Context: an optimization exercise on an open-source flow, tuned for small area. The choices shown serve that exercise and are no tape-out recipe. Only simulation tests tie the RTL to the original design; equivalence was not proved. Power and IR drop assume default switching activity.

## zinc
Design top, start of the top module:
module top (
	input        MAX10_CLK1_50,
	input        SW0,	 
	input  [1:0] KEY,
	output [7:0] HEX0,
	output [7:0] HEX1,
	output [7:0] HEX2,
	output [7:0] HEX3,
	output [9:0] LEDR
);
Size in the first run: ~220 cells after synthesis, roughly 46 I/O pins.
export LEC_CHECK = 0
export CAP_MARGIN = 20
export CORE_MARGIN = 2
export CORE_UTILIZATION = 40
export SLEW_MARGIN = 20
create_clock -name core_clock -period 10.0 [get_ports {MAX10_CLK1_50}]
standard.sh (not shown) runs the stock make flow with config.mk's settings and CLKGATE_MAP_FILE= SYNTH_SCRIPT=/design/flow/synth_recipe.tcl, a recipe that flattens the netlist after the stock synthesis.
==> flow/flow/run.sh <==
#!/bin/bash
# Layout flow: the standard flow (standard.sh), with two changes:
#  1. after the standard synthesis, its combinational logic is mapped again
#     by remap.ys (Yosys + abc.script, an area-oriented ABC script); every
#     register cell of the standard synthesis is kept unchanged
#  2. port buffers use the smallest buffer cell
# Logs: synth_make.log and flow_make.log (make), remap.log (Yosys),
# orfs/logs/ (each ORFS step).
set -euo pipefail
here=$(pwd)
res=$here/orfs/results/sky130hd/top/base
lib=$FLOW_HOME/platforms/sky130hd/lib/sky130_fd_sc_hd__tt_025C_1v80.lib
yosys_bin=$(command -v yosys || echo "$FLOW_HOME/../tools/install/yosys/bin/yosys")

bash standard.sh synth > "$here/synth_make.log" 2>&1
cp "$res/1_2_yosys.v" "$here/std_1_2_yosys.v"

sed -e "s#@LIB@#$lib#g" -e "s#@IN@#$here/std_1_2_yosys.v#" \
    -e "s#@OUT@#$here/remap_1_2_yosys.v#" -e "s#@ABC@#$here/flow/abc.script#" \
    flow/remap.ys > "$here/remap_run.ys"
if "$yosys_bin" -l "$here/remap.log" -q "$here/remap_run.ys" > /dev/null 2>&1; then
  regs() { grep -oE 'sky130_fd_sc_hd__(df|edf|sdf)[a-z0-9_]* [^ ]+' "$1" | sort; }
  if [[ "$(regs "$here/std_1_2_yosys.v")" == "$(regs "$here/remap_1_2_yosys.v")" ]]; then
    cp "$here/remap_1_2_yosys.v" "$res/1_2_yosys.v"
    rm -f "$res/1_synth.odb" "$res/1_synth.sdc"
    echo "remapped netlist in use" >> "$here/remap.log"
  else
    echo "registers differ: standard netlist kept" >> "$here/remap.log"
  fi
fi

bash standard.sh BUFFER_PORTS_ARGS="-buffer_cell sky130_fd_sc_hd__buf_1" \
  CTS_ARGS="-sink_clustering_enable -repair_clock_nets -dont_use_dummy_load -buf_list {sky130_fd_sc_hd__clkbuf_4 sky130_fd_sc_hd__clkbuf_8}" finish \
  > "$here/flow_make.log" 2>&1
Other scripts of this flow, unchanged in this note and not shown: flow/flow/abc.script, flow/flow/remap.ys
What lagoon does differently from zinc at the input level:
diff --git a/flow/flow/run.sh b/flow/flow/run.sh
--- a/flow/flow/run.sh
+++ b/flow/flow/run.sh
@@ -31,4 +31,4 @@
 
 bash standard.sh BUFFER_PORTS_ARGS="-buffer_cell sky130_fd_sc_hd__buf_1" \
-  CTS_ARGS="-sink_clustering_enable -repair_clock_nets -dont_use_dummy_load -buf_list {sky130_fd_sc_hd__clkbuf_4 sky130_fd_sc_hd__clkbuf_8}" finish \
+  CTS_ARGS="-sink_clustering_enable -repair_clock_nets -dont_use_dummy_load" finish \
   > "$here/flow_make.log" 2>&1
--- outcome ---
- Diff lagoon..zinc | total cell area at the placement stage | unchanged
- Between zinc and lagoon, the wire length does not differ in any meaningful way.
- Reported for lagoon and zinc, number of cell rows turned out identical to the last digit.
- Re count of H-tree levels built during CTS: no difference whatsoever between lagoon and zinc.
- Going from zinc to lagoon, sum of internal, switching and leakage power roughly the same; sequential share of layout area roughly the same.
- In summary, lagoon completed successfully, with a layout that passed the timing, design-rule and antenna checks.
Inputs modified between lagoon and juniper:
diff --git a/flow/flow/run.sh b/flow/flow/run.sh
--- a/flow/flow/run.sh
+++ b/flow/flow/run.sh
@@ -30,5 +30,4 @@
 fi
 
-bash standard.sh BUFFER_PORTS_ARGS="-buffer_cell sky130_fd_sc_hd__buf_1" \
-  CTS_ARGS="-sink_clustering_enable -repair_clock_nets -dont_use_dummy_load" finish \
+bash standard.sh BUFFER_PORTS_ARGS="-buffer_cell sky130_fd_sc_hd__buf_1" finish \
   > "$here/flow_make.log" 2>&1
### Flow results
juniper: PASS, flow complete, no timing, DRC or antenna violations. Compared with lagoon, juniper shows non-filler instance count after layout that has gone up slightly. Looking at worst clock skew, juniper sits 0.021 ns below lagoon. | total power consumption of the routed design | juniper vs lagoon | 0.000038 W higher |. Reported for juniper and lagoon, non-clock inverter count in the final layout turned out identical to the last digit. Count of clock-net buffers in the final layout in juniper is 1 higher than in lagoon.
Input-level comparison between cedar and juniper:
diff --git a/flow/flow/run.sh b/flow/flow/run.sh
--- a/flow/flow/run.sh
+++ b/flow/flow/run.sh
@@ -30,4 +30,5 @@
 fi
 
-bash standard.sh BUFFER_PORTS_ARGS="-buffer_cell sky130_fd_sc_hd__buf_1" finish \
+bash standard.sh BUFFER_PORTS_ARGS="-buffer_cell sky130_fd_sc_hd__buf_1" \
+  CTS_ARGS="-sink_clustering_enable -repair_clock_nets -dont_use_dummy_load -buf_list sky130_fd_sc_hd__clkbuf_8" finish \
   > "$here/flow_make.log" 2>&1
### Flow results
Compared with juniper, placement density in the core of cedar is lower.
juniper and cedar ended up with roughly the same die width.
Taking juniper as the reference, in cedar power dissipated by switching net loads lower; synthesized area roughly the same.
cedar vs juniper — area added between synthesis and finish dropped 1.9 points.
Global-route wire length before repair: cedar worse than juniper

what the ideal ports hide:
Ports are ideal in the flow. The routed layouts listed here were re-timed in OpenROAD. Step 1 (the two cells are an assumption about what drives the block):
set clk [get_ports {MAX10_CLK1_50}]
set_driving_cell -lib_cell sky130_fd_sc_hd__clkbuf_16 $clk
set_driving_cell -lib_cell sky130_fd_sc_hd__buf_2 [delete_from_list [all_inputs] $clk]
Step 2 moves the port delays by t, midway between the first and last clock arrival at a register: inputs arrive t later, outputs are due t later. That takes back most of the time a late clock gives input paths. a / b / c = ideal / step 1 / step 2; a / b = the first two.
run	t (ns)	slack for setup (ns)	worst slew at a driven data input, ns	cell pins on the clock port's net
zinc	0.310	6.279 / 6.252 / 6.562	0.03	1
lagoon	0.310	6.279 / 6.252 / 6.562	0.03	1
juniper	0.318	6.243 / 6.217 / 6.534	0.03	1
cedar	0.310	6.279 / 6.252 / 6.562	0.03	1
After both steps every run listed still meets setup and hold.
